Context: an optimization exercise on an open-source flow, tuned for small area and a short achievable clock period. The choices shown serve that exercise and are no tape-out recipe. Function was checked by simulation only, so behaviour that the tests miss may differ from the original.

==> flow/design.v, too long to show whole: its modules and the start of the top module <==
// module fft008: 173 lines
// module fft8_wpre: 118 lines
// module fft8_wsel: 253 lines
// module fft8_bfly: 2260 lines
module fft008(fo_000,fo_001,fo_002,fo_003,fo_004,fo_005,fo_006,fo_007,xi_000,xi_001,xi_002,xi_003,xi_004,xi_005,xi_006,xi_007,Wi000,Wi001,Wi002,Wi003,ck,rst,vi,vo);
  // ...
==> flow/flow/run.sh <==
#!/bin/bash
set -uo pipefail
R=orfs/results/${FLOW_PLATFORM:-sky130hd}/fft008/base
bash standard.sh synth > log_1_synth.txt 2>&1 || exit 1
python3 flow/gen2.py -o gen_rtl.v --netlist gen_net.v > log_2_gen.txt 2>&1
if python3 flow/check.py design.v gen_rtl.v $R/1_2_yosys.v gen_net.v > log_3_check.txt 2>&1; then
  cp $R/1_2_yosys.v std_1_2_yosys.v
  cp gen_net.v $R/1_2_yosys.v
  rm -f $R/1_synth.odb $R/1_synth.sdc
fi
CTS="-sink_clustering_enable -repair_clock_nets -sink_clustering_size 25 -sink_clustering_max_diameter 100 -dont_use_dummy_load -distance_between_buffers 400"
bash standard.sh ${STOP_AT:-finish} SETUP_SLACK_MARGIN=${MARGIN:-31} "CTS_ARGS=$CTS" \
  "BUFFER_PORTS_ARGS=-buffer_cell sky130_fd_sc_hd__buf_1" > log_4_layout.txt 2>&1
==> flow/flow/check.py <==
#!/usr/bin/env python3
"""check.py DESIGN GENRTL STDNET GENNET: exit 0 when the generated netlist may replace the
standard synthesis: the generator's RTL is the design (up to white space) and both netlists
hold the same flip-flops (instance names and cell types)."""
import re
import sys

design, genrtl, stdnet, gennet = sys.argv[1:5]


def norm(p):
    return re.sub(r'\s+', ' ', open(p).read()).strip()


if norm(design) != norm(genrtl):
    print('design.v differs from the generator RTL')
    sys.exit(1)


def flops(p):
    txt = open(p).read()
    out = {}
    for m in re.finditer(r'^\s*(sky130_fd_sc_hd__\w+)\s+(\\\S+|\w+)\s*\(', txt, re.M):
        ct, nm = m.group(1), m.group(2)
        if re.search(r'__(df|sdf|edf|dl)', ct):
            out[nm.lstrip('\\')] = re.sub(r'_\d+$', '', ct)
    return out


a, b = flops(stdnet), flops(gennet)
if a != b:
    print('flip-flops differ:', len(a), len(b))
    print(' only in standard:', sorted(set(a) - set(b))[:10])
    print(' only in generated:', sorted(set(b) - set(a))[:10])
    print(' type differs:', [k for k in a if k in b and a[k] != b[k]][:10])
    sys.exit(1)
print('ok', len(a), 'flip-flops')
==> flow/standard.sh <==
#!/bin/bash
# synth_recipe.tcl (not shown) runs the flow's synth.tcl, then flattens the netlist and writes it again
# the make line also repeats each setting of config.mk as NAME=value (left out here)
make -C /OpenROAD-flow-scripts/flow DESIGN_CONFIG=/design/flow/config.mk WORK_HOME=/design/flow/orfs CLKGATE_MAP_FILE= SYNTH_SCRIPT=/design/flow/synth_recipe.tcl "${@:-finish}"
==> flow/config.mk <==
export PLATFORM = sky130hd
export DESIGN_NAME = fft008
export DESIGN_NICKNAME = fft008
export VERILOG_FILES = /design/flow/design.v
export SDC_FILE = /design/flow/constraint.sdc
export NUM_CORES = 8
export LEC_CHECK = 0
export ABC_AREA = 1
export CAP_MARGIN = 30
export CELL_PAD_IN_SITES_DETAIL_PLACEMENT = 2
export CELL_PAD_IN_SITES_GLOBAL_PLACEMENT = 2
export CORE_MARGIN = 2
export CORE_UTILIZATION = 28
export GPL_ROUTABILITY_DRIVEN = 1
export SLEW_MARGIN = 30
==> flow/constraint.sdc <==
create_clock -name core_clock -period 40.0 [get_ports {ck}]
set_input_delay 8.0000 -clock core_clock [delete_from_list [all_inputs] [get_ports {ck}]]
set_output_delay 8.0000 -clock core_clock [all_outputs]
set_load 0.01 [all_outputs]
Not shown: flow/flow/gen2.py
==> results.txt, run 1 <==
Critical Path Sink - fo_005[29]
R2R Path End - x2_4[15]
multi-input combinational area share - 77.0%
layer with the highest usage - met2
multi-input gates - 20000
Net count, final - 31800
H-tree depth - 4
Top class by area - multi-input combinational cells
GPL Wtd Cong - 0.961
period utilization - 24.0%
largest net degree at the start of global routing - 35
clk slew on worst S/H paths - 0.09 ns
critical path fanouts, max - 1
status - finished clean
DR vias/cell - 7.06
WL per Instance - 43.3 um
worst-path cell chain - buf_6
Ys Warns - 1
Global Route met2 Usage - 49.7%
post-route design area - 301000 um^2
clk buf depth - 4
Clock buf/inv share - 1.12%
mapped cell area - 263000 um^2
latest clock arrival within the worst-skew pair - 1.17 ns
wl on met1 - 569000 um
==> module fft008, before the edit <==
module fft008(fo_000,fo_001,fo_002,fo_003,fo_004,fo_005,fo_006,fo_007,xi_000,xi_001,xi_002,xi_003,xi_004,xi_005,xi_006,xi_007,Wi000,Wi001,Wi002,Wi003,ck,rst,vi,vo);
  input ck, rst, vi;
  output reg vo;
  input [31:0] xi_000,xi_001,xi_002,xi_003,xi_004,xi_005,xi_006,xi_007;
  input [31:0] Wi000,Wi001,Wi002,Wi003;
  output [31:0] fo_000,fo_001,fo_002,fo_003,fo_004,fo_005,fo_006,fo_007;
  reg [2:0] v_p;
  reg [31:0] x0_0,x0_1,x0_2,x0_3,x0_4,x0_5,x0_6,x0_7;
  reg [31:0] w0_0,w0_1,w0_2,w0_3;
  reg [31:0] x1_0;
  reg [31:0] x1_1;
  reg [31:0] x1_2;
  reg [31:0] x1_3;
  reg [29:0] x1_4;
  reg [29:0] x1_5;
  reg [29:0] x1_6;
  reg [29:0] x1_7;
  reg [31:0] w1_0;
  reg [31:0] w1_1;
  reg [31:0] w1_2;
  reg [31:0] w1_3;
  reg [31:0] x2_0;
  reg [31:0] x2_1;
  reg [29:0] x2_2;
  reg [29:0] x2_3;
  reg [31:0] x2_4;
  reg [31:0] x2_5;
  reg [29:0] x2_6;
  reg [29:0] x2_7;
  reg [31:0] w2_0;
  reg [31:0] w2_1;
  reg [31:0] w2_2;
  reg [31:0] w2_3;
  reg [31:0] r_fo0;
  reg [31:0] r_fo1;
  reg [31:0] r_fo2;
  reg [31:0] r_fo3;
  reg [29:0] r_fo4;
  reg [29:0] r_fo5;
  reg [29:0] r_fo6;
  reg [29:0] r_fo7;
  wire [35:0] p0_0;
  wire [117:0] e00;
  wire [31:0] y0_0, y0_4;
  wire [117:0] e01;
  wire [31:0] y0_2, y0_6;
  wire [117:0] e02;
  wire [31:0] y0_1, y0_5;
  wire [117:0] e03;
  wire [31:0] y0_3, y0_7;
  wire [31:0] v1_4 = {x1_4[29:15], x1_0[16], x1_4[14:0], x1_0[0]};
  wire [31:0] v1_6 = {x1_6[29:15], x1_2[16], x1_6[14:0], x1_2[0]};
  wire [31:0] v1_5 = {x1_5[29:15], x1_1[16], x1_5[14:0], x1_1[0]};
  wire [31:0] v1_7 = {x1_7[29:15], x1_3[16], x1_7[14:0], x1_3[0]};
  wire [35:0] p1_0;
  wire [35:0] p1_2;
  wire [117:0] e10;
  wire [31:0] y1_0, y1_2;
  wire [117:0] e11;
  wire [31:0] y1_4, y1_6;
  wire [117:0] e12;
  wire [31:0] y1_1, y1_3;
  wire [117:0] e13;
  wire [31:0] y1_5, y1_7;
  wire [31:0] v2_2 = {x2_2[29:15], x2_0[16], x2_2[14:0], x2_0[0]};
  wire [31:0] v2_6 = {x2_6[29:15], x2_4[16], x2_6[14:0], x2_4[0]};
  wire [31:0] v2_3 = {x2_3[29:15], x2_1[16], x2_3[14:0], x2_1[0]};
  wire [31:0] v2_7 = {x2_7[29:15], x2_5[16], x2_7[14:0], x2_5[0]};
  wire [35:0] p2_0;
  wire [35:0] p2_1;
  wire [35:0] p2_2;
  wire [35:0] p2_3;
  wire [117:0] e20;
  wire [31:0] y2_0, y2_1;
  wire [117:0] e21;
  wire [31:0] y2_4, y2_5;
  wire [117:0] e22;
  wire [31:0] y2_2, y2_3;
  wire [117:0] e23;
  wire [31:0] y2_6, y2_7;
  always @(posedge ck) begin
    if (rst) begin
      v_p <= 3'b000; vo <= 1'b0;
    end else begin
      v_p <= {v_p[1:0], vi}; vo <= v_p[2];
    end
  end
  always @(posedge ck) begin
    x0_0 <= xi_000;
    x0_1 <= xi_001;
    x0_2 <= xi_002;
    x0_3 <= xi_003;
    x0_4 <= xi_004;
    x0_5 <= xi_005;
    x0_6 <= xi_006;
    x0_7 <= xi_007;
    w0_0 <= Wi000;
    w0_1 <= Wi001;
    w0_2 <= Wi002;
    w0_3 <= Wi003;
    x1_0 <= y0_0;
    x1_1 <= y0_1;
    x1_2 <= y0_2;
    x1_3 <= y0_3;
    x1_4 <= {y0_4[31:17], y0_4[15:1]};
    x1_5 <= {y0_5[31:17], y0_5[15:1]};
    x1_6 <= {y0_6[31:17], y0_6[15:1]};
    x1_7 <= {y0_7[31:17], y0_7[15:1]};
    w1_0 <= w0_0;
    w1_1 <= w0_1;
    w1_2 <= w0_2;
    w1_3 <= w0_3;
    x2_0 <= y1_0;
    x2_1 <= y1_1;
    x2_2 <= {y1_2[31:17], y1_2[15:1]};
    x2_3 <= {y1_3[31:17], y1_3[15:1]};
    x2_4 <= y1_4;
    x2_5 <= y1_5;
    x2_6 <= {y1_6[31:17], y1_6[15:1]};
    x2_7 <= {y1_7[31:17], y1_7[15:1]};
    w2_0 <= w1_0;
    w2_1 <= w1_1;
    w2_2 <= w1_2;
    w2_3 <= w1_3;
    r_fo0 <= y2_0;
    r_fo1 <= y2_4;
    r_fo2 <= y2_2;
    r_fo3 <= y2_6;
    r_fo4 <= {y2_1[31:17], y2_1[15:1]};
    r_fo5 <= {y2_5[31:17], y2_5[15:1]};
    r_fo6 <= {y2_3[31:17], y2_3[15:1]};
    r_fo7 <= {y2_7[31:17], y2_7[15:1]};
  end
  fft8_wpre u_p0_0(.w(w0_0), .p(p0_0));
  fft8_wsel u_s00(.w(w0_0), .p(p0_0), .e(e00));
  fft8_wsel u_s01(.w(w0_0), .p(p0_0), .e(e01));
  fft8_wsel u_s02(.w(w0_0), .p(p0_0), .e(e02));
  fft8_wsel u_s03(.w(w0_0), .p(p0_0), .e(e03));
  fft8_wpre u_p1_0(.w(w1_0), .p(p1_0));
  fft8_wpre u_p1_2(.w(w1_2), .p(p1_2));
  fft8_wsel u_s10(.w(w1_0), .p(p1_0), .e(e10));
  fft8_wsel u_s11(.w(w1_2), .p(p1_2), .e(e11));
  fft8_wsel u_s12(.w(w1_0), .p(p1_0), .e(e12));
  fft8_wsel u_s13(.w(w1_2), .p(p1_2), .e(e13));
  fft8_wpre u_p2_0(.w(w2_0), .p(p2_0));
  fft8_wpre u_p2_1(.w(w2_1), .p(p2_1));
  fft8_wpre u_p2_2(.w(w2_2), .p(p2_2));
  fft8_wpre u_p2_3(.w(w2_3), .p(p2_3));
  fft8_wsel u_s20(.w(w2_0), .p(p2_0), .e(e20));
  fft8_wsel u_s21(.w(w2_1), .p(p2_1), .e(e21));
  fft8_wsel u_s22(.w(w2_2), .p(p2_2), .e(e22));
  fft8_wsel u_s23(.w(w2_3), .p(p2_3), .e(e23));
  fft8_bfly u_b00(.x0(x0_0), .x1(x0_4), .w(w0_0), .e(e00), .y0(y0_0), .y1(y0_4));
  fft8_bfly u_b01(.x0(x0_2), .x1(x0_6), .w(w0_0), .e(e01), .y0(y0_2), .y1(y0_6));
  fft8_bfly u_b02(.x0(x0_1), .x1(x0_5), .w(w0_0), .e(e02), .y0(y0_1), .y1(y0_5));
  fft8_bfly u_b03(.x0(x0_3), .x1(x0_7), .w(w0_0), .e(e03), .y0(y0_3), .y1(y0_7));
  fft8_bfly u_b10(.x0(x1_0), .x1(x1_2), .w(w1_0), .e(e10), .y0(y1_0), .y1(y1_2));
  fft8_bfly u_b11(.x0(v1_4), .x1(v1_6), .w(w1_2), .e(e11), .y0(y1_4), .y1(y1_6));
  fft8_bfly u_b12(.x0(x1_1), .x1(x1_3), .w(w1_0), .e(e12), .y0(y1_1), .y1(y1_3));
  fft8_bfly u_b13(.x0(v1_5), .x1(v1_7), .w(w1_2), .e(e13), .y0(y1_5), .y1(y1_7));
  fft8_bfly u_b20(.x0(x2_0), .x1(x2_1), .w(w2_0), .e(e20), .y0(y2_0), .y1(y2_1));
  fft8_bfly u_b21(.x0(x2_4), .x1(x2_5), .w(w2_1), .e(e21), .y0(y2_4), .y1(y2_5));
  fft8_bfly u_b22(.x0(v2_2), .x1(v2_3), .w(w2_2), .e(e22), .y0(y2_2), .y1(y2_3));
  fft8_bfly u_b23(.x0(v2_6), .x1(v2_7), .w(w2_3), .e(e23), .y0(y2_6), .y1(y2_7));
  assign fo_000 = r_fo0;
  assign fo_004 = {r_fo4[29:15], r_fo0[16], r_fo4[14:0], r_fo0[0]};
  assign fo_001 = r_fo1;
  assign fo_005 = {r_fo5[29:15], r_fo1[16], r_fo5[14:0], r_fo1[0]};
  assign fo_002 = r_fo2;
  assign fo_006 = {r_fo6[29:15], r_fo2[16], r_fo6[14:0], r_fo2[0]};
  assign fo_003 = r_fo3;
  assign fo_007 = {r_fo7[29:15], r_fo3[16], r_fo7[14:0], r_fo3[0]};
endmodule
==> run 2: changes to the inputs <==
--- a/flow/design.v
+++ b/flow/design.v
@@ -40,12 +40,8 @@
   reg [29:0] r_fo6;
   reg [29:0] r_fo7;
-  wire [35:0] p0_0;
-  wire [117:0] e00;
+  wire [117:0] e0_0;
   wire [31:0] y0_0, y0_4;
-  wire [117:0] e01;
   wire [31:0] y0_2, y0_6;
-  wire [117:0] e02;
   wire [31:0] y0_1, y0_5;
-  wire [117:0] e03;
   wire [31:0] y0_3, y0_7;
   wire [31:0] v1_4 = {x1_4[29:15], x1_0[16], x1_4[14:0], x1_0[0]};
@@ -53,13 +49,9 @@
   wire [31:0] v1_5 = {x1_5[29:15], x1_1[16], x1_5[14:0], x1_1[0]};
   wire [31:0] v1_7 = {x1_7[29:15], x1_3[16], x1_7[14:0], x1_3[0]};
-  wire [35:0] p1_0;
-  wire [35:0] p1_2;
-  wire [117:0] e10;
+  wire [117:0] e1_0;
+  wire [117:0] e1_2;
   wire [31:0] y1_0, y1_2;
-  wire [117:0] e11;
   wire [31:0] y1_4, y1_6;
-  wire [117:0] e12;
   wire [31:0] y1_1, y1_3;
-  wire [117:0] e13;
   wire [31:0] y1_5, y1_7;
   wire [31:0] v2_2 = {x2_2[29:15], x2_0[16], x2_2[14:0], x2_0[0]};
@@ -67,15 +59,11 @@
   wire [31:0] v2_3 = {x2_3[29:15], x2_1[16], x2_3[14:0], x2_1[0]};
   wire [31:0] v2_7 = {x2_7[29:15], x2_5[16], x2_7[14:0], x2_5[0]};
-  wire [35:0] p2_0;
-  wire [35:0] p2_1;
-  wire [35:0] p2_2;
-  wire [35:0] p2_3;
-  wire [117:0] e20;
+  wire [117:0] e2_0;
+  wire [117:0] e2_1;
+  wire [117:0] e2_2;
+  wire [117:0] e2_3;
   wire [31:0] y2_0, y2_1;
-  wire [117:0] e21;
   wire [31:0] y2_4, y2_5;
-  wire [117:0] e22;
   wire [31:0] y2_2, y2_3;
-  wire [117:0] e23;
   wire [31:0] y2_6, y2_7;
   always @(posedge ck) begin
@@ -132,35 +120,23 @@
     r_fo7 <= {y2_7[31:17], y2_7[15:1]};
   end
-  fft8_wpre u_p0_0(.w(w0_0), .p(p0_0));
-  fft8_wsel u_s00(.w(w0_0), .p(p0_0), .e(e00));
-  fft8_wsel u_s01(.w(w0_0), .p(p0_0), .e(e01));
-  fft8_wsel u_s02(.w(w0_0), .p(p0_0), .e(e02));
-  fft8_wsel u_s03(.w(w0_0), .p(p0_0), .e(e03));
-  fft8_wpre u_p1_0(.w(w1_0), .p(p1_0));
-  fft8_wpre u_p1_2(.w(w1_2), .p(p1_2));
-  fft8_wsel u_s10(.w(w1_0), .p(p1_0), .e(e10));
-  fft8_wsel u_s11(.w(w1_2), .p(p1_2), .e(e11));
-  fft8_wsel u_s12(.w(w1_0), .p(p1_0), .e(e12));
-  fft8_wsel u_s13(.w(w1_2), .p(p1_2), .e(e13));
-  fft8_wpre u_p2_0(.w(w2_0), .p(p2_0));
-  fft8_wpre u_p2_1(.w(w2_1), .p(p2_1));
-  fft8_wpre u_p2_2(.w(w2_2), .p(p2_2));
-  fft8_wpre u_p2_3(.w(w2_3), .p(p2_3));
-  fft8_wsel u_s20(.w(w2_0), .p(p2_0), .e(e20));
-  fft8_wsel u_s21(.w(w2_1), .p(p2_1), .e(e21));
-  fft8_wsel u_s22(.w(w2_2), .p(p2_2), .e(e22));
-  fft8_wsel u_s23(.w(w2_3), .p(p2_3), .e(e23));
-  fft8_bfly u_b00(.x0(x0_0), .x1(x0_4), .w(w0_0), .e(e00), .y0(y0_0), .y1(y0_4));
-  fft8_bfly u_b01(.x0(x0_2), .x1(x0_6), .w(w0_0), .e(e01), .y0(y0_2), .y1(y0_6));
-  fft8_bfly u_b02(.x0(x0_1), .x1(x0_5), .w(w0_0), .e(e02), .y0(y0_1), .y1(y0_5));
-  fft8_bfly u_b03(.x0(x0_3), .x1(x0_7), .w(w0_0), .e(e03), .y0(y0_3), .y1(y0_7));
-  fft8_bfly u_b10(.x0(x1_0), .x1(x1_2), .w(w1_0), .e(e10), .y0(y1_0), .y1(y1_2));
-  fft8_bfly u_b11(.x0(v1_4), .x1(v1_6), .w(w1_2), .e(e11), .y0(y1_4), .y1(y1_6));
-  fft8_bfly u_b12(.x0(x1_1), .x1(x1_3), .w(w1_0), .e(e12), .y0(y1_1), .y1(y1_3));
-  fft8_bfly u_b13(.x0(v1_5), .x1(v1_7), .w(w1_2), .e(e13), .y0(y1_5), .y1(y1_7));
-  fft8_bfly u_b20(.x0(x2_0), .x1(x2_1), .w(w2_0), .e(e20), .y0(y2_0), .y1(y2_1));
-  fft8_bfly u_b21(.x0(x2_4), .x1(x2_5), .w(w2_1), .e(e21), .y0(y2_4), .y1(y2_5));
-  fft8_bfly u_b22(.x0(v2_2), .x1(v2_3), .w(w2_2), .e(e22), .y0(y2_2), .y1(y2_3));
-  fft8_bfly u_b23(.x0(v2_6), .x1(v2_7), .w(w2_3), .e(e23), .y0(y2_6), .y1(y2_7));
+  fft8_wenc u_e0_0(.w(w0_0), .e(e0_0));
+  fft8_wenc u_e1_0(.w(w1_0), .e(e1_0));
+  fft8_wenc u_e1_2(.w(w1_2), .e(e1_2));
+  fft8_wenc u_e2_0(.w(w2_0), .e(e2_0));
+  fft8_wenc u_e2_1(.w(w2_1), .e(e2_1));
+  fft8_wenc u_e2_2(.w(w2_2), .e(e2_2));
+  fft8_wenc u_e2_3(.w(w2_3), .e(e2_3));
+  fft8_bfly u_b00(.x0(x0_0), .x1(x0_4), .w(w0_0), .e(e0_0), .y0(y0_0), .y1(y0_4));
+  fft8_bfly u_b01(.x0(x0_2), .x1(x0_6), .w(w0_0), .e(e0_0), .y0(y0_2), .y1(y0_6));
+  fft8_bfly u_b02(.x0(x0_1), .x1(x0_5), .w(w0_0), .e(e0_0), .y0(y0_1), .y1(y0_5));
+  fft8_bfly u_b03(.x0(x0_3), .x1(x0_7), .w(w0_0), .e(e0_0), .y0(y0_3), .y1(y0_7));
+  fft8_bfly u_b10(.x0(x1_0), .x1(x1_2), .w(w1_0), .e(e1_0), .y0(y1_0), .y1(y1_2));
+  fft8_bfly u_b11(.x0(v1_4), .x1(v1_6), .w(w1_2), .e(e1_2), .y0(y1_4), .y1(y1_6));
+  fft8_bfly u_b12(.x0(x1_1), .x1(x1_3), .w(w1_0), .e(e1_0), .y0(y1_1), .y1(y1_3));
+  fft8_bfly u_b13(.x0(v1_5), .x1(v1_7), .w(w1_2), .e(e1_2), .y0(y1_5), .y1(y1_7));
+  fft8_bfly u_b20(.x0(x2_0), .x1(x2_1), .w(w2_0), .e(e2_0), .y0(y2_0), .y1(y2_1));
+  fft8_bfly u_b21(.x0(x2_4), .x1(x2_5), .w(w2_1), .e(e2_1), .y0(y2_4), .y1(y2_5));
+  fft8_bfly u_b22(.x0(v2_2), .x1(v2_3), .w(w2_2), .e(e2_2), .y0(y2_2), .y1(y2_3));
+  fft8_bfly u_b23(.x0(v2_6), .x1(v2_7), .w(w2_3), .e(e2_3), .y0(y2_6), .y1(y2_7));
   assign fo_000 = r_fo0;
   assign fo_004 = {r_fo4[29:15], r_fo0[16], r_fo4[14:0], r_fo0[0]};
@@ -172,7 +148,7 @@
   assign fo_007 = {r_fo7[29:15], r_fo3[16], r_fo7[14:0], r_fo3[0]};
 endmodule
-module fft8_wpre(w, p);
+module fft8_wenc(w, e);
   input [31:0] w;
-  output [35:0] p;
+  output [117:0] e;
   wire n1 = ~(w[17] & w[16]);
   wire n2 = ~(w[19] & w[18]);
@@ -203,343 +179,300 @@
   wire n27 = ~n22;
   wire n28 = ~n25;
-  wire n29 = ~w[16];
-  wire n30 = ~w[17] & n29;
-  wire n31 = ~w[18] & n30;
-  wire n32 = ~w[19] & n31;
-  wire n33 = ~w[20] & n32;
-  wire n34 = ~w[21] & n33;
-  wire n35 = ~w[22] & n34;
-  wire n36 = ~w[23] & n35;
-  wire n37 = ~w[24] & n36;
-  wire n38 = ~w[25] & n37;
-  wire n39 = ~w[26] & n38;
-  wire n40 = ~(w[1] & w[0]);
-  wire n41 = ~(w[3] & w[2]);
-  wire n42 = ~(w[5] & w[4]);
-  wire n43 = ~(w[7] & w[6]);
-  wire n44 = ~(w[9] & w[8]);
-  wire n45 = ~(w[11] & w[10]);
-  wire n46 = ~(w[13] & w[12]);
-  wire n47 = ~n40;
-  wire n48 = ~((w[3] & n47) | ~n41);
-  wire n49 = ~n42;
-  wire n50 = ~((w[7] & n49) | ~n43);
-  wire n51 = ~(w[7] & w[5]);
-  wire n52 = ~n44;
-  wire n53 = ~((w[11] & n52) | ~n45);
-  wire n54 = ~(w[11] & w[9]);
-  wire n55 = ~n48;
-  wire n56 = ~((w[5] & n55) | ~n42);
-  wire n57 = ~((n51 | n48) & n50);
-  wire n58 = ~n53;
-  wire n59 = ~((w[13] & n58) | ~n46);
-  wire n60 = ~n54 & w[13];
-  wire n61 = ~((w[9] & n57) | ~n44);
-  wire n62 = ~n57;
-  wire n63 = ~((n54 | n62) & n53);
-  wire n64 = ~((n60 & n57) | ~n59);
-  wire n65 = ~n56;
-  wire n66 = ~n61;
-  wire n67 = ~n64;
-  wire n68 = ~w[0];
-  wire n69 = ~w[1] & n68;
-  wire n70 = ~w[2] & n69;
-  wire n71 = ~w[3] & n70;
-  wire n72 = ~w[4] & n71;
-  wire n73 = ~w[5] & n72;
-  wire n74 = ~w[6] & n73;
-  wire n75 = ~w[7] & n74;
-  wire n76 = ~w[8] & n75;
-  wire n77 = ~w[9] & n76;
-  wire n78 = ~w[10] & n77;
-  assign p[0] = n8;
-  assign p[1] = n16;
-  assign p[2] = n26;
-  assign p[3] = n18;
-  assign p[4] = n27;
-  assign p[5] = n24;
-  assign p[6] = n28;
-  assign p[7] = n29;
-  assign p[8] = n30;
-  assign p[9] = n31;
-  assign p[10] = n32;
-  assign p[11] = n33;
-  assign p[12] = n34;
-  assign p[13] = n35;
-  assign p[14] = n36;
-  assign p[15] = n37;
-  assign p[16] = n38;
-  assign p[17] = n39;
-  assign p[18] = n47;
-  assign p[19] = n55;
-  assign p[20] = n65;
-  assign p[21] = n57;
-  assign p[22] = n66;
-  assign p[23] = n63;
-  assign p[24] = n67;
-  assign p[25] = n68;
-  assign p[26] = n69;
-  assign p[27] = n70;
-  assign p[28] = n71;
-  assign p[29] = n72;
-  assign p[30] = n73;
-  assign p[31] = n74;
-  assign p[32] = n75;
-  assign p[33] = n76;
-  assign p[34] = n77;
-  assign p[35] = n78;
-endmodule
-module fft8_wsel(w, p, e);
-  input [31:0] w;
-  input [35:0] p;
-  output [117:0] e;
-  wire n1 = ~w[17] & w[16];
-  wire n2 = w[17] & w[16];
-  wire n3 = ~(w[17] & w[16]);
-  wire n4 = w[17] ^ w[16];
-  wire n5 = ~w[16] & n4;
-  wire n6 = ~(n1 | n5);
-  wire n7 = ~n6;
-  wire n8 = w[18] ^ p[0];
-  wire n9 = ~w[19] & n8;
-  wire n10 = w[19] & n8;
-  wire n11 = ~(w[19] & n8);
-  wire n12 = w[19] ^ w[18];
-  wire n13 = ~n8 & n12;
-  wire n14 = ~(n9 | n13);
-  wire n15 = ~n14;
-  wire n16 = w[20] ^ p[1];
-  wire n17 = ~w[21] & n16;
-  wire n18 = w[21] & n16;
-  wire n19 = ~(w[21] & n16);
-  wire n20 = w[21] ^ w[20];
-  wire n21 = ~n16 & n20;
-  wire n22 = ~(n17 | n21);
-  wire n23 = ~n22;
-  wire n24 = w[22] ^ p[2];
-  wire n25 = ~w[23] & n24;
-  wire n26 = w[23] & n24;
-  wire n27 = ~(w[23] & n24);
-  wire n28 = w[23] ^ w[22];
-  wire n29 = ~n24 & n28;
-  wire n30 = ~(n25 | n29);
-  wire n31 = ~n30;
-  wire n32 = w[24] ^ p[3];
-  wire n33 = ~w[25] & n32;
-  wire n34 = w[25] & n32;
-  wire n35 = ~(w[25] & n32);
-  wire n36 = w[25] ^ w[24];
-  wire n37 = ~n32 & n36;
-  wire n38 = ~(n33 | n37);
-  wire n39 = ~n38;
-  wire n40 = w[26] ^ p[4];
-  wire n41 = ~w[27] & n40;
-  wire n42 = w[27] & n40;
-  wire n43 = ~(w[27] & n40);
-  wire n44 = w[27] ^ w[26];
-  wire n45 = ~n40 & n44;
-  wire n46 = ~(n41 | n45);
-  wire n47 = ~n46;
-  wire n48 = w[28] ^ p[5];
-  wire n49 = ~w[29] & n48;
-  wire n50 = w[29] & n48;
-  wire n51 = ~(w[29] & n48);
-  wire n52 = w[29] ^ w[28];
-  wire n53 = ~n48 & n52;
-  wire n54 = ~(n49 | n53);
-  wire n55 = ~n54;
-  wire n56 = w[30] ^ p[6];
-  wire n57 = w[30] & p[6];
-  wire n58 = ~w[31] & n57;
-  wire n59 = w[30] | p[6];
-  wire n60 = ~n59 & w[31];
-  wire n61 = n58 | n60;
-  wire n62 = ~n57 & w[31];
-  wire n63 = ~w[31] & n59;
-  wire n64 = ~n62;
-  wire n65 = ~n63;
-  wire n66 = ~w[1] & w[0];
-  wire n67 = w[1] & w[0];
-  wire n68 = ~(w[1] & w[0]);
-  wire n69 = w[1] ^ w[0];
-  wire n70 = ~w[0] & n69;
-  wire n71 = ~(n66 | n70);
-  wire n72 = ~n71;
-  wire n73 = w[2] ^ p[18];
-  wire n74 = ~w[3] & n73;
-  wire n75 = w[3] & n73;
-  wire n76 = ~(w[3] & n73);
-  wire n77 = w[3] ^ w[2];
-  wire n78 = ~n73 & n77;
-  wire n79 = ~(n74 | n78);
-  wire n80 = ~n79;
-  wire n81 = w[4] ^ p[19];
-  wire n82 = ~w[5] & n81;
-  wire n83 = w[5] & n81;
-  wire n84 = ~(w[5] & n81);
-  wire n85 = w[5] ^ w[4];
-  wire n86 = ~n81 & n85;
-  wire n87 = ~(n82 | n86);
-  wire n88 = ~n87;
-  wire n89 = w[6] ^ p[20];
-  wire n90 = ~w[7] & n89;
-  wire n91 = w[7] & n89;
-  wire n92 = ~(w[7] & n89);
-  wire n93 = w[7] ^ w[6];
-  wire n94 = ~n89 & n93;
-  wire n95 = ~(n90 | n94);
-  wire n96 = ~n95;
-  wire n97 = w[8] ^ p[21];
-  wire n98 = ~w[9] & n97;
-  wire n99 = w[9] & n97;
-  wire n100 = ~(w[9] & n97);
-  wire n101 = w[9] ^ w[8];
-  wire n102 = ~n97 & n101;
-  wire n103 = ~(n98 | n102);
-  wire n104 = ~n103;
-  wire n105 = w[10] ^ p[22];
-  wire n106 = ~w[11] & n105;
-  wire n107 = w[11] & n105;
-  wire n108 = ~(w[11] & n105);
-  wire n109 = w[11] ^ w[10];
-  wire n110 = ~n105 & n109;
-  wire n111 = ~(n106 | n110);
-  wire n112 = ~n111;
-  wire n113 = w[12] ^ p[23];
-  wire n114 = ~w[13] & n113;
-  wire n115 = w[13] & n113;
-  wire n116 = ~(w[13] & n113);
-  wire n117 = w[13] ^ w[12];
-  wire n118 = ~n113 & n117;
-  wire n119 = ~(n114 | n118);
-  wire n120 = ~n119;
-  wire n121 = w[14] ^ p[24];
-  wire n122 = w[14] & p[24];
-  wire n123 = ~w[15] & n122;
-  wire n124 = w[14] | p[24];
-  wire n125 = ~n124 & w[15];
-  wire n126 = n123 | n125;
-  wire n127 = ~n122 & w[15];
-  wire n128 = ~w[15] & n124;
-  wire n129 = ~n127;
-  wire n130 = ~n128;
-  assign e[0] = n1;
-  assign e[1] = n9;
-  assign e[2] = n17;
-  assign e[3] = n25;
-  assign e[4] = n33;
-  assign e[5] = n41;
-  assign e[6] = n49;
-  assign e[7] = n5;
-  assign e[8] = n13;
-  assign e[9] = n21;
-  assign e[10] = n29;
-  assign e[11] = n37;
-  assign e[12] = n45;
-  assign e[13] = n53;
-  assign e[14] = n2;
-  assign e[15] = n10;
-  assign e[16] = n18;
-  assign e[17] = n26;
-  assign e[18] = n34;
-  assign e[19] = n42;
-  assign e[20] = n50;
-  assign e[21] = n7;
-  assign e[22] = n15;
-  assign e[23] = n23;
-  assign e[24] = n31;
-  assign e[25] = n39;
-  assign e[26] = n47;
-  assign e[27] = n55;
-  assign e[28] = n3;
-  assign e[29] = n11;
-  assign e[30] = n19;
-  assign e[31] = n27;
-  assign e[32] = n35;
-  assign e[33] = n43;
-  assign e[34] = n51;
-  assign e[35] = n6;
-  assign e[36] = n14;
-  assign e[37] = n22;
-  assign e[38] = n30;
-  assign e[39] = n38;
-  assign e[40] = n46;
-  assign e[41] = n54;
-  assign e[42] = n56;
-  assign e[43] = n61;
-  assign e[44] = n62;
-  assign e[45] = n63;
-  assign e[46] = n64;
-  assign e[47] = n65;
-  assign e[48] = p[7];
-  assign e[49] = p[8];
-  assign e[50] = p[9];
-  assign e[51] = p[10];
-  assign e[52] = p[11];
-  assign e[53] = p[12];
-  assign e[54] = p[13];
-  assign e[55] = p[14];
-  assign e[56] = p[15];
-  assign e[57] = p[16];
-  assign e[58] = p[17];
-  assign e[59] = n66;
-  assign e[60] = n74;
-  assign e[61] = n82;
-  assign e[62] = n90;
-  assign e[63] = n98;
-  assign e[64] = n106;
-  assign e[65] = n114;
-  assign e[66] = n70;
-  assign e[67] = n78;
-  assign e[68] = n86;
-  assign e[69] = n94;
-  assign e[70] = n102;
-  assign e[71] = n110;
-  assign e[72] = n118;
-  assign e[73] = n67;
-  assign e[74] = n75;
-  assign e[75] = n83;
-  assign e[76] = n91;
-  assign e[77] = n99;
-  assign e[78] = n107;
-  assign e[79] = n115;
-  assign e[80] = n72;
-  assign e[81] = n80;
-  assign e[82] = n88;
-  assign e[83] = n96;
-  assign e[84] = n104;
-  assign e[85] = n112;
-  assign e[86] = n120;
-  assign e[87] = n68;
-  assign e[88] = n76;
-  assign e[89] = n84;
-  assign e[90] = n92;
-  assign e[91] = n100;
-  assign e[92] = n108;
-  assign e[93] = n116;
-  assign e[94] = n71;
-  assign e[95] = n79;
-  assign e[96] = n87;
-  assign e[97] = n95;
-  assign e[98] = n103;
-  assign e[99] = n111;
-  assign e[100] = n119;
-  assign e[101] = n121;
-  assign e[102] = n126;
-  assign e[103] = n127;
-  assign e[104] = n128;
-  assign e[105] = n129;
-  assign e[106] = n130;
-  assign e[107] = p[25];
-  assign e[108] = p[26];
-  assign e[109] = p[27];
-  assign e[110] = p[28];
-  assign e[111] = p[29];
-  assign e[112] = p[30];
-  assign e[113] = p[31];
-  assign e[114] = p[32];
-  assign e[115] = p[33];
-  assign e[116] = p[34];
-  assign e[117] = p[35];
+  wire n29 = ~w[17] & w[16];
+  wire n30 = w[17] & w[16];
+  wire n31 = w[17] ^ w[16];
+  wire n32 = ~w[16] & n31;
+  wire n33 = ~(n29 | n32);
+  wire n34 = ~n33;
+  wire n35 = w[18] ^ n8;
+  wire n36 = ~w[19] & n35;
+  wire n37 = w[19] & n35;
+  wire n38 = ~(w[19] & n35);
+  wire n39 = w[19] ^ w[18];
+  wire n40 = ~n35 & n39;
+  wire n41 = ~(n36 | n40);
+  wire n42 = ~n41;
+  wire n43 = w[20] ^ n16;
+  wire n44 = ~w[21] & n43;
+  wire n45 = w[21] & n43;
+  wire n46 = ~(w[21] & n43);
+  wire n47 = w[21] ^ w[20];
+  wire n48 = ~n43 & n47;
+  wire n49 = ~(n44 | n48);
+  wire n50 = ~n49;
+  wire n51 = w[22] ^ n26;
+  wire n52 = ~w[23] & n51;
+  wire n53 = w[23] & n51;
+  wire n54 = ~(w[23] & n51);
+  wire n55 = w[23] ^ w[22];
+  wire n56 = ~n51 & n55;
+  wire n57 = ~(n52 | n56);
+  wire n58 = ~n57;
+  wire n59 = w[24] ^ n18;
+  wire n60 = ~w[25] & n59;
+  wire n61 = w[25] & n59;
+  wire n62 = ~(w[25] & n59);
+  wire n63 = w[25] ^ w[24];
+  wire n64 = ~n59 & n63;
+  wire n65 = ~(n60 | n64);
+  wire n66 = ~n65;
+  wire n67 = w[26] ^ n27;
+  wire n68 = ~w[27] & n67;
+  wire n69 = w[27] & n67;
+  wire n70 = ~(w[27] & n67);
+  wire n71 = w[27] ^ w[26];
+  wire n72 = ~n67 & n71;
+  wire n73 = ~(n68 | n72);
+  wire n74 = ~n73;
+  wire n75 = w[28] ^ n24;
+  wire n76 = ~w[29] & n75;
+  wire n77 = w[29] & n75;
+  wire n78 = ~(w[29] & n75);
+  wire n79 = w[29] ^ w[28];
+  wire n80 = ~n75 & n79;
+  wire n81 = ~(n76 | n80);
+  wire n82 = ~n81;
+  wire n83 = w[30] ^ n28;
+  wire n84 = w[30] & n28;
+  wire n85 = ~w[31] & n84;
+  wire n86 = w[30] | n28;
+  wire n87 = ~n86 & w[31];
+  wire n88 = n85 | n87;
+  wire n89 = ~n84 & w[31];
+  wire n90 = ~w[31] & n86;
+  wire n91 = ~w[16];
+  wire n92 = ~w[17] & n91;
+  wire n93 = ~w[18] & n92;
+  wire n94 = ~w[19] & n93;
+  wire n95 = ~w[20] & n94;
+  wire n96 = ~w[21] & n95;
+  wire n97 = ~w[22] & n96;
+  wire n98 = ~w[23] & n97;
+  wire n99 = ~w[24] & n98;
+  wire n100 = ~w[25] & n99;
+  wire n101 = ~w[26] & n100;
+  wire n102 = ~n89;
+  wire n103 = ~n90;
+  wire n104 = ~(w[1] & w[0]);
+  wire n105 = ~(w[3] & w[2]);
+  wire n106 = ~(w[5] & w[4]);
+  wire n107 = ~(w[7] & w[6]);
+  wire n108 = ~(w[9] & w[8]);
+  wire n109 = ~(w[11] & w[10]);
+  wire n110 = ~(w[13] & w[12]);
+  wire n111 = ~n104;
+  wire n112 = ~((w[3] & n111) | ~n105);
+  wire n113 = ~n106;
+  wire n114 = ~((w[7] & n113) | ~n107);
+  wire n115 = ~(w[7] & w[5]);
+  wire n116 = ~n108;
+  wire n117 = ~((w[11] & n116) | ~n109);
+  wire n118 = ~(w[11] & w[9]);
+  wire n119 = ~n112;
+  wire n120 = ~((w[5] & n119) | ~n106);
+  wire n121 = ~((n115 | n112) & n114);
+  wire n122 = ~n117;
+  wire n123 = ~((w[13] & n122) | ~n110);
+  wire n124 = ~n118 & w[13];
+  wire n125 = ~((w[9] & n121) | ~n108);
+  wire n126 = ~n121;
+  wire n127 = ~((n118 | n126) & n117);
+  wire n128 = ~((n124 & n121) | ~n123);
+  wire n129 = ~n120;
+  wire n130 = ~n125;
+  wire n131 = ~n128;
+  wire n132 = ~w[1] & w[0];
+  wire n133 = w[1] & w[0];
+  wire n134 = w[1] ^ w[0];
+  wire n135 = ~w[0] & n134;
+  wire n136 = ~(n132 | n135);
+  wire n137 = ~n136;
+  wire n138 = w[2] ^ n111;
+  wire n139 = ~w[3] & n138;
+  wire n140 = w[3] & n138;
+  wire n141 = ~(w[3] & n138);
+  wire n142 = w[3] ^ w[2];
+  wire n143 = ~n138 & n142;
+  wire n144 = ~(n139 | n143);
+  wire n145 = ~n144;
+  wire n146 = w[4] ^ n119;
+  wire n147 = ~w[5] & n146;
+  wire n148 = w[5] & n146;
+  wire n149 = ~(w[5] & n146);
+  wire n150 = w[5] ^ w[4];
+  wire n151 = ~n146 & n150;
+  wire n152 = ~(n147 | n151);
+  wire n153 = ~n152;
+  wire n154 = w[6] ^ n129;
+  wire n155 = ~w[7] & n154;
+  wire n156 = w[7] & n154;
+  wire n157 = ~(w[7] & n154);
+  wire n158 = w[7] ^ w[6];
+  wire n159 = ~n154 & n158;
+  wire n160 = ~(n155 | n159);
+  wire n161 = ~n160;
+  wire n162 = w[8] ^ n121;
+  wire n163 = ~w[9] & n162;
+  wire n164 = w[9] & n162;
+  wire n165 = ~(w[9] & n162);
+  wire n166 = w[9] ^ w[8];
+  wire n167 = ~n162 & n166;
+  wire n168 = ~(n163 | n167);
+  wire n169 = ~n168;
+  wire n170 = w[10] ^ n130;
+  wire n171 = ~w[11] & n170;
+  wire n172 = w[11] & n170;
+  wire n173 = ~(w[11] & n170);
+  wire n174 = w[11] ^ w[10];
+  wire n175 = ~n170 & n174;
+  wire n176 = ~(n171 | n175);
+  wire n177 = ~n176;
+  wire n178 = w[12] ^ n127;
+  wire n179 = ~w[13] & n178;
+  wire n180 = w[13] & n178;
+  wire n181 = ~(w[13] & n178);
+  wire n182 = w[13] ^ w[12];
+  wire n183 = ~n178 & n182;
+  wire n184 = ~(n179 | n183);
+  wire n185 = ~n184;
+  wire n186 = w[14] ^ n131;
+  wire n187 = w[14] & n131;
+  wire n188 = ~w[15] & n187;
+  wire n189 = w[14] | n131;
+  wire n190 = ~n189 & w[15];
+  wire n191 = n188 | n190;
+  wire n192 = ~n187 & w[15];
+  wire n193 = ~w[15] & n189;
+  wire n194 = ~w[0];
+  wire n195 = ~w[1] & n194;
+  wire n196 = ~w[2] & n195;
+  wire n197 = ~w[3] & n196;
+  wire n198 = ~w[4] & n197;
+  wire n199 = ~w[5] & n198;
+  wire n200 = ~w[6] & n199;
+  wire n201 = ~w[7] & n200;
+  wire n202 = ~w[8] & n201;
+  wire n203 = ~w[9] & n202;
+  wire n204 = ~w[10] & n203;
+  wire n205 = ~n192;
+  wire n206 = ~n193;
+  assign e[0] = n29;
+  assign e[1] = n36;
+  assign e[2] = n44;
+  assign e[3] = n52;
+  assign e[4] = n60;
+  assign e[5] = n68;
+  assign e[6] = n76;
+  assign e[7] = n32;
+  assign e[8] = n40;
+  assign e[9] = n48;
+  assign e[10] = n56;
+  assign e[11] = n64;
+  assign e[12] = n72;
+  assign e[13] = n80;
+  assign e[14] = n30;
+  assign e[15] = n37;
+  assign e[16] = n45;
+  assign e[17] = n53;
+  assign e[18] = n61;
+  assign e[19] = n69;
+  assign e[20] = n77;
+  assign e[21] = n34;
+  assign e[22] = n42;
+  assign e[23] = n50;
+  assign e[24] = n58;
+  assign e[25] = n66;
+  assign e[26] = n74;
+  assign e[27] = n82;
+  assign e[28] = n1;
+  assign e[29] = n38;
+  assign e[30] = n46;
+  assign e[31] = n54;
+  assign e[32] = n62;
+  assign e[33] = n70;
+  assign e[34] = n78;
+  assign e[35] = n33;
+  assign e[36] = n41;
+  assign e[37] = n49;
+  assign e[38] = n57;
+  assign e[39] = n65;
+  assign e[40] = n73;
+  assign e[41] = n81;
+  assign e[42] = n83;
+  assign e[43] = n88;
+  assign e[44] = n89;
+  assign e[45] = n90;
+  assign e[46] = n102;
+  assign e[47] = n103;
+  assign e[48] = n91;
+  assign e[49] = n92;
+  assign e[50] = n93;
+  assign e[51] = n94;
+  assign e[52] = n95;
+  assign e[53] = n96;
+  assign e[54] = n97;
+  assign e[55] = n98;
+  assign e[56] = n99;
+  assign e[57] = n100;
+  assign e[58] = n101;
+  assign e[59] = n132;
+  assign e[60] = n139;
+  assign e[61] = n147;
+  assign e[62] = n155;
+  assign e[63] = n163;
+  assign e[64] = n171;
+  assign e[65] = n179;
+  assign e[66] = n135;
+  assign e[67] = n143;
+  assign e[68] = n151;
+  assign e[69] = n159;
+  assign e[70] = n167;
+  assign e[71] = n175;
+  assign e[72] = n183;
+  assign e[73] = n133;
+  assign e[74] = n140;
+  assign e[75] = n148;
+  assign e[76] = n156;
+  assign e[77] = n164;
+  assign e[78] = n172;
+  assign e[79] = n180;
+  assign e[80] = n137;
+  assign e[81] = n145;
+  assign e[82] = n153;
+  assign e[83] = n161;
+  assign e[84] = n169;
+  assign e[85] = n177;
+  assign e[86] = n185;
+  assign e[87] = n104;
+  assign e[88] = n141;
+  assign e[89] = n149;
+  assign e[90] = n157;
+  assign e[91] = n165;
+  assign e[92] = n173;
+  assign e[93] = n181;
+  assign e[94] = n136;
+  assign e[95] = n144;
+  assign e[96] = n152;
+  assign e[97] = n160;
+  assign e[98] = n168;
+  assign e[99] = n176;
+  assign e[100] = n184;
+  assign e[101] = n186;
+  assign e[102] = n191;
+  assign e[103] = n192;
+  assign e[104] = n193;
+  assign e[105] = n205;
+  assign e[106] = n206;
+  assign e[107] = n194;
+  assign e[108] = n195;
+  assign e[109] = n196;
+  assign e[110] = n197;
+  assign e[111] = n198;
+  assign e[112] = n199;
+  assign e[113] = n200;
+  assign e[114] = n201;
+  assign e[115] = n202;
+  assign e[116] = n203;
+  assign e[117] = n204;
 endmodule
 module fft8_bfly(x0, x1, w, e, y0, y1);
--- a/flow/flow/gen2.py
+++ b/flow/flow/gen2.py
@@ -469,7 +469,7 @@
 # twiddle encoder (module fft8_wenc): per 16-bit half b of w
 
-def wpre(nl, w):
-    """recoding carries and trailing-zero thermometers of both halves of w."""
-    P = {}
+def wenc(nl, w):
+    """Returns dict of nets for the two halves 'r' (w[31:16]) and 'i' (w[15:0])."""
+    E = {}
     for h, base in (('r', 16), ('i', 0)):
         b = [f'{w}[{base + k}]' for k in range(16)]
@@ -480,28 +480,4 @@
         grp = prefix(nl, gp, 'sk')
         c = ['0'] + [Pol(nl).get(grp[k][0], 0) for k in range(7)]
-        # trailing-zero thermometer z[k] = (b[k-1:0] == 0)
-        z = ['1']
-        for k in range(1, 12):
-            z.append(nl.andnot(b[k - 1], z[k - 1]) if k > 1 else nl.inv(b[0]))
-        P[h] = dict(c=c, z=z)
-    return P
-
-
-def pre_port_list():
-    L = []
-    for h in ('r', 'i'):
-        for k in range(1, 8):
-            L.append((h, 'c', k))
-        for k in range(1, 12):
-            L.append((h, 'z', k))
-    return L
-
-
-def wsel(nl, w, P):
-    """digit selects of both halves of w, given the carries and thermometers P."""
-    E = {}
-    for h, base in (('r', 16), ('i', 0)):
-        b = [f'{w}[{base + k}]' for k in range(16)]
-        c = P[h]['c']
         s1, s2, s3, s12, ns3, ns12 = [], [], [], [], [], []
         for k in range(7):
@@ -520,6 +496,10 @@
         en7 = nl.andnot(nl.and2(b14, c7), b15)
         ep7 = nl.andnot(b15, nl.or2(b14, c7))
+        # trailing-zero thermometer z[k] = (b[k-1:0] == 0)
+        z = ['1']
+        for k in range(1, 12):
+            z.append(nl.andnot(b[k - 1], z[k - 1]) if k > 1 else nl.inv(b[0]))
         E[h] = dict(s1=s1, s2=s2, s3=s3, s12=s12, ns3=ns3, ns12=ns12, one7=one7, two7=two7,
-                    en7=en7, ep7=ep7, nen7=nl.inv(en7), nep7=nl.inv(ep7), z=P[h]['z'], b15=b15)
+                    en7=en7, ep7=ep7, nen7=nl.inv(en7), nep7=nl.inv(ep7), z=z, b15=b15)
     return E
 
@@ -717,22 +697,17 @@
 
 def build_all():
-    sect('wpre')
-    pnl = NL('n')
-    P = wpre(pnl, 'w')
-    pre_nets = [P[h][f][k] for (h, f, k) in pre_port_list()]
-    sect('wsel')
-    snl = NL('n')
-    Pin = {'r': {'c': ['0'] + [None] * 7, 'z': ['1'] + [None] * 11},
-           'i': {'c': ['0'] + [None] * 7, 'z': ['1'] + [None] * 11}}
-    for idx, (h, f, k) in enumerate(pre_port_list()):
-        Pin[h][f][k] = f'p[{idx}]'
-    E = wsel(snl, 'w', Pin)
+    # encoder module
+    sect('wenc')
+    enl = NL('n')
+    E = wenc(enl, 'w')
+    EP = enc_port_list()
     enc_nets = []
-    for (h, f, k) in enc_port_list():
-        enc_nets.append(E[h][f] if k is None else E[h][f][k])
+    for (h, f, k) in EP:
+        v = E[h][f] if k is None else E[h][f][k]
+        enc_nets.append(v)
     sect('bfly')
     bnl = NL('n')
     y0, y1 = bfly(bnl)
-    return pnl, pre_nets, snl, enc_nets, bnl, y0, y1
+    return enl, enc_nets, bnl, y0, y1
 
 
@@ -744,5 +719,4 @@
 FMAP = {0: 0, 1: 4, 2: 2, 3: 6, 4: 1, 5: 5, 6: 3, 7: 7}   # fo_00f = stage-3 value FMAP[f]
 NENC = len(enc_port_list())
-NPRE = len(pre_port_list())
 
 
@@ -763,12 +737,10 @@
         used = sorted(set(w for (_, _, w) in STAGES[s]))
         for wi in used:
-            wires.append(f'  wire [{NPRE-1}:0] p{s}_{wi};')
-            einst.append(('pre', f'u_p{s}_{wi}', curw[wi], None, f'p{s}_{wi}'))
+            wires.append(f'  wire [{NENC-1}:0] e{s}_{wi};')
+            einst.append((f'u_e{s}_{wi}', curw[wi], f'e{s}_{wi}'))
         nx = [None] * 8
         for b, (i0, i1, wi) in enumerate(STAGES[s]):
-            wires.append(f'  wire [{NENC-1}:0] e{s}{b};')
-            einst.append(('sel', f'u_s{s}{b}', curw[wi], f'p{s}_{wi}', f'e{s}{b}'))
             wires.append(f'  wire [31:0] y{s}_{i0}, y{s}_{i1};')
-            binst.append((f'u_b{s}{b}', cur[i0], cur[i1], curw[wi], f'e{s}{b}',
+            binst.append((f'u_b{s}{b}', cur[i0], cur[i1], curw[wi], f'e{s}_{wi}',
                           f'y{s}_{i0}', f'y{s}_{i1}'))
             nx[i0], nx[i1] = (f'y{s}_{i0}', 'y0'), (f'y{s}_{i1}', 'y1')
@@ -811,5 +783,5 @@
 
 
-def gen_rtl(pnl, pre_nets, snl, enc_nets, bnl, y0, y1):
+def gen_rtl(enl, enc_nets, bnl, y0, y1):
     ports = ('fo_000,fo_001,fo_002,fo_003,fo_004,fo_005,fo_006,fo_007,'
              'xi_000,xi_001,xi_002,xi_003,xi_004,xi_005,xi_006,xi_007,'
@@ -834,9 +806,6 @@
     o += alw
     o.append('  end')
-    for (kind, nm, w, p, e) in einst:
-        if kind == 'pre':
-            o.append(f'  fft8_wpre {nm}(.w({w}), .p({e}));')
-        else:
-            o.append(f'  fft8_wsel {nm}(.w({w}), .p({p}), .e({e}));')
+    for (nm, w, e) in einst:
+        o.append(f'  fft8_wenc {nm}(.w({w}), .e({e}));')
     for (nm, x0, x1, w, e, y0n, y1n) in binst:
         o.append(f'  fft8_bfly {nm}(.x0({x0}), .x1({x1}), .w({w}), .e({e}), .y0({y0n}), .y1({y1n}));')
@@ -844,10 +813,6 @@
     o.append('endmodule')
     text = '\n'.join(o) + '\n\n'
-    asg = [f'  assign p[{i}] = {fix(n)};' for i, n in enumerate(pre_nets)]
-    text += emit_module_rtl('fft8_wpre', [('input', 'w', 32), ('output', 'p', NPRE)], pnl, asg)
-    text += '\n'
     asg = [f'  assign e[{i}] = {fix(n)};' for i, n in enumerate(enc_nets)]
-    text += emit_module_rtl('fft8_wsel', [('input', 'w', 32), ('input', 'p', NPRE),
-                                          ('output', 'e', NENC)], snl, asg)
+    text += emit_module_rtl('fft8_wenc', [('input', 'w', 32), ('output', 'e', NENC)], enl, asg)
     text += '\n'
     asg = [f'  assign y0[{i}] = {fix(n)};' for i, n in enumerate(y0)]
@@ -871,5 +836,5 @@
 
 
-def gen_netlist(pnl, pre_nets, snl, enc_nets, bnl, y0, y1):
+def gen_netlist(enl, enc_nets, bnl, y0, y1):
     """Flat cell netlist of the same gates; flops named as the standard synthesis names them."""
     decl, alw, wires, assigns, binst, einst = top_plan()
@@ -936,9 +901,6 @@
             inst(ct, pins)
         return [mp(n) for n in outs]
-    for (kind, nm, w, p, e) in einst:
-        if kind == 'pre':
-            encnet[e] = place(pnl, nm, {'w': vec(w)}, pre_nets)
-        else:
-            encnet[e] = place(snl, nm, {'w': vec(w), 'p': encnet[p]}, enc_nets)
+    for (nm, w, e) in einst:
+        encnet[e] = place(enl, nm, {'w': vec(w)}, enc_nets)
     for (nm, x0, x1, w, e, y0n, y1n) in binst:
         outs = place(bnl, nm, {'x0': vec(x0), 'x1': vec(x1), 'w': vec(w), 'e': encnet[e]},
==> run 2 against run 1 <==
Against the previous run:
- routed wire length is 6.4% higher
- clock-buffer cell count grew 7
- clock skew decreased by 0.046 ns
- cell count shrank 2.4%
- highest routed layer unchanged
==> results.txt, run 2 <==
GR Util All Layers - 35.4%
antenna violations before repair - 138
Fmax - 105 MHz
clk buf depth - 4 (unchanged)
row count - 353
Synth Area per Inst - 11.5 um^2
GRT overflow - 0
critical path's top delay family - flip-flops
Routed WL - 1740000 um
DR vias/cell - 7.33 (+3.8%)
final core utilization - 32.4%
R2R Path End - x1_1[15]
Ys Warns - 1 (unchanged)
commonest cells after routing, fill and taps aside - fa_1 (5194), a222oi_1 (4992), inv_1 (1428)
CP max-delay cell - dfxtp_4
Initial Util - 28.1%
CTS root buf - clkbuf_16
Die Area - 933000 um^2
Worst Path Buf+Inv - 1
Core Footprint - 923000 um^2
DRT iter0 DRCs - 68800
post-route ant nets - 0
WL per Instance - 47.2 um (+9.0%)
CTS tree - yes
worst path arrival time - 1.54 ns
Die Y - 966 um
I/O pins - 644
R2R Setup Slk - 30.90 ns
Final setup viols - 0
Gate Count Post-Synth - 22500
WHS - 0.329 ns
total of max-cap violations - 0
CP startpoint - r_fo1[30]
worst path required time - 32.00 ns
placed cell area - 288000 um^2
critical path fanouts, max - 1 (unchanged)
mapped cell area - 259000 um^2 (-1.4%)
RSZ-0062 raised after global routing - true
Net count, final - 31200 (-1.8%)
DR pass1 iterations - 21
GPL Wtd Cong - 0.981 (+2.1%)
largest net degree at the start of global routing - 106 (+200%)
Crit Path Class - reg -> out
worst clock skew - 0.137 ns
Startpoint Class - register
Port Buffer Count - 643
CTS Buf Count - 142
# DRC - 0
layout cells sized above 1 - 12.1%
clk slew on worst S/H paths - 0.09 ns (about the same)
Relative slew margins - 13.9%
synthesis-to-layout area growth - 15.4%
vias in the first global route - 287000
Slew @ Worst Pin - 1.29 ns
net count after synthesis - 29200
Hold WC Path Type - reg -> reg
post-layout min period - 9.54 ns
HPWL after DPL - 1170000 um
post-route design area - 299000 um^2 (-0.71%)
Die Span X - 966 um
status - finished clean
setup TNS - 0 ns
Critical Path Sink - fo_001[30]
WP depth - 1
H-tree depth - 4 (unchanged)
worst-path cell chain - buf_6
latest clock arrival within the worst-skew pair - 1.05 ns (-0.12 ns)
global-route wire length before repair - 2360000 um
clock sinks - 1388
Slowest Stage Delay on Critical Path - 0.41 ns
via count - 271000
R2R cell count - 26
period utilization - 23.9% (-0.11 points)
Hold Path Cell Cnt - 0
final hold violations - 0
CP Capture Type - primary output
final slew viol count - 0
R2R Path Start - w0_0[17]
commonest non-fill, non-tap cell in the layout - fa_1
run 2: worst register-to-register path, cell delays in order (launching register included):
cell	delay (ns)
dfxtp_2	0.38
nand2_1	0.09
inv_1	0.08
a21boi_1	0.35
inv_1	0.20
a21boi_0	0.28
inv_1	0.14
xor2_4	0.41
and2_4	0.46
buf_16	0.40
a222oi_1	0.77
fa_1	0.57
fa_1	0.60
ha_1	0.37
fa_1	0.52
fa_1	0.43
fa_1	0.56
fa_1	0.48
ha_1	0.36
a21oi_2	0.24
o21ai_1	0.20
a21oi_2	0.27
inv_1	0.11
a21oi_2	0.23
o21ai_1	0.13
a21oi_1	0.20
xnor2_1	0.15
run 2: per-layer routing:
layer / track usage, % / vias up / routed length [um]
met3: 16.5 / 6421 / 276000
met1: 43.2 / 141000 / 623000
li1: - / 96200 / -
met5: 0.888 / - / 1700
met2: 49.3 / 26700 / 690000
met4: 24.4 / 90 / 153000
run 2: timing repair:
action	4_1_cts	5_1_grt
hold buffers	0	0
endpoints found under the setup margin	778	575
gates resized for setup	1131	562
pin swaps	13	29
gates cloned	13	13
buffers inserted	49	68
run 2: cell type report:
| class | instances | area [um^2] |
|---|---|---|
| Clock buffer | 142 | 3550 |
| Inverter | 1445 | 5440 |
| Fill cell | 98500 | 624000 |
| Multi-Input combinational cell | 19500 | 229000 |
| Timing Repair Buffer | 2108 | 17000 |
| Antenna cell | 140 | 350 |
| Sequential cell | 1388 | 28300 |
| Tap cell | 12200 | 15300 |
run 2: per-stage QoR:
| step | setup slack (ns) | instances |
|---|---|---|
| after floorplan | 30.94 | 22500 |
| after global placement | 27.03 | 36500 |
| after detailed placement | 27.57 | 36500 |
| after CTS | 30.38 | 36700 |
| after global routing | 30.41 | 36900 |
| final | 30.46 | 36900 |
run 2: how the worst min path moves through the flow:
stage               endpoint  startpoint  slack [ns]
finish               w1_3[0]     w0_3[0]        0.33
global route         w1_3[0]     w0_3[0]        0.33
CTS                  w1_3[0]     w0_3[0]        0.33
detailed placement   w2_1[9]     w1_1[9]        0.31
global placement    w2_1[13]    w1_1[13]        0.31
floorplan            w1_1[0]     w0_1[0]        0.31

==> static timing again, ports no longer ideal <==
How much do the figures lean on ideal ports? The routed layouts below were timed once more, with nothing changed but the port constraints. Step 1, drivers: a clkbuf_16 drives ck and a buf_2 each remaining input, both assumed. Step 2 also shifts input and output timing later by t, the mid clock arrival at the registers, as if the neighbouring blocks saw the same clock. a / b / c = no drivers / after step 1 / after step 2; a / b = the first two.
run	t (ns)	setup slack, ns	hold WS [ns]	latest minus earliest clock arrival (ns)	slew at the worst register clock pin (ns)
run 1	1.190	30.414 / 30.291 / 31.050	0.269 / 0.269 / 0.269	0.213 / 0.213	0.10 / 0.10
run 2	1.148	30.459 / 30.300 / 30.899	0.329 / 0.329 / 0.329	0.157 / 0.156	0.10 / 0.10
After both steps setup and hold are still met in every run listed.
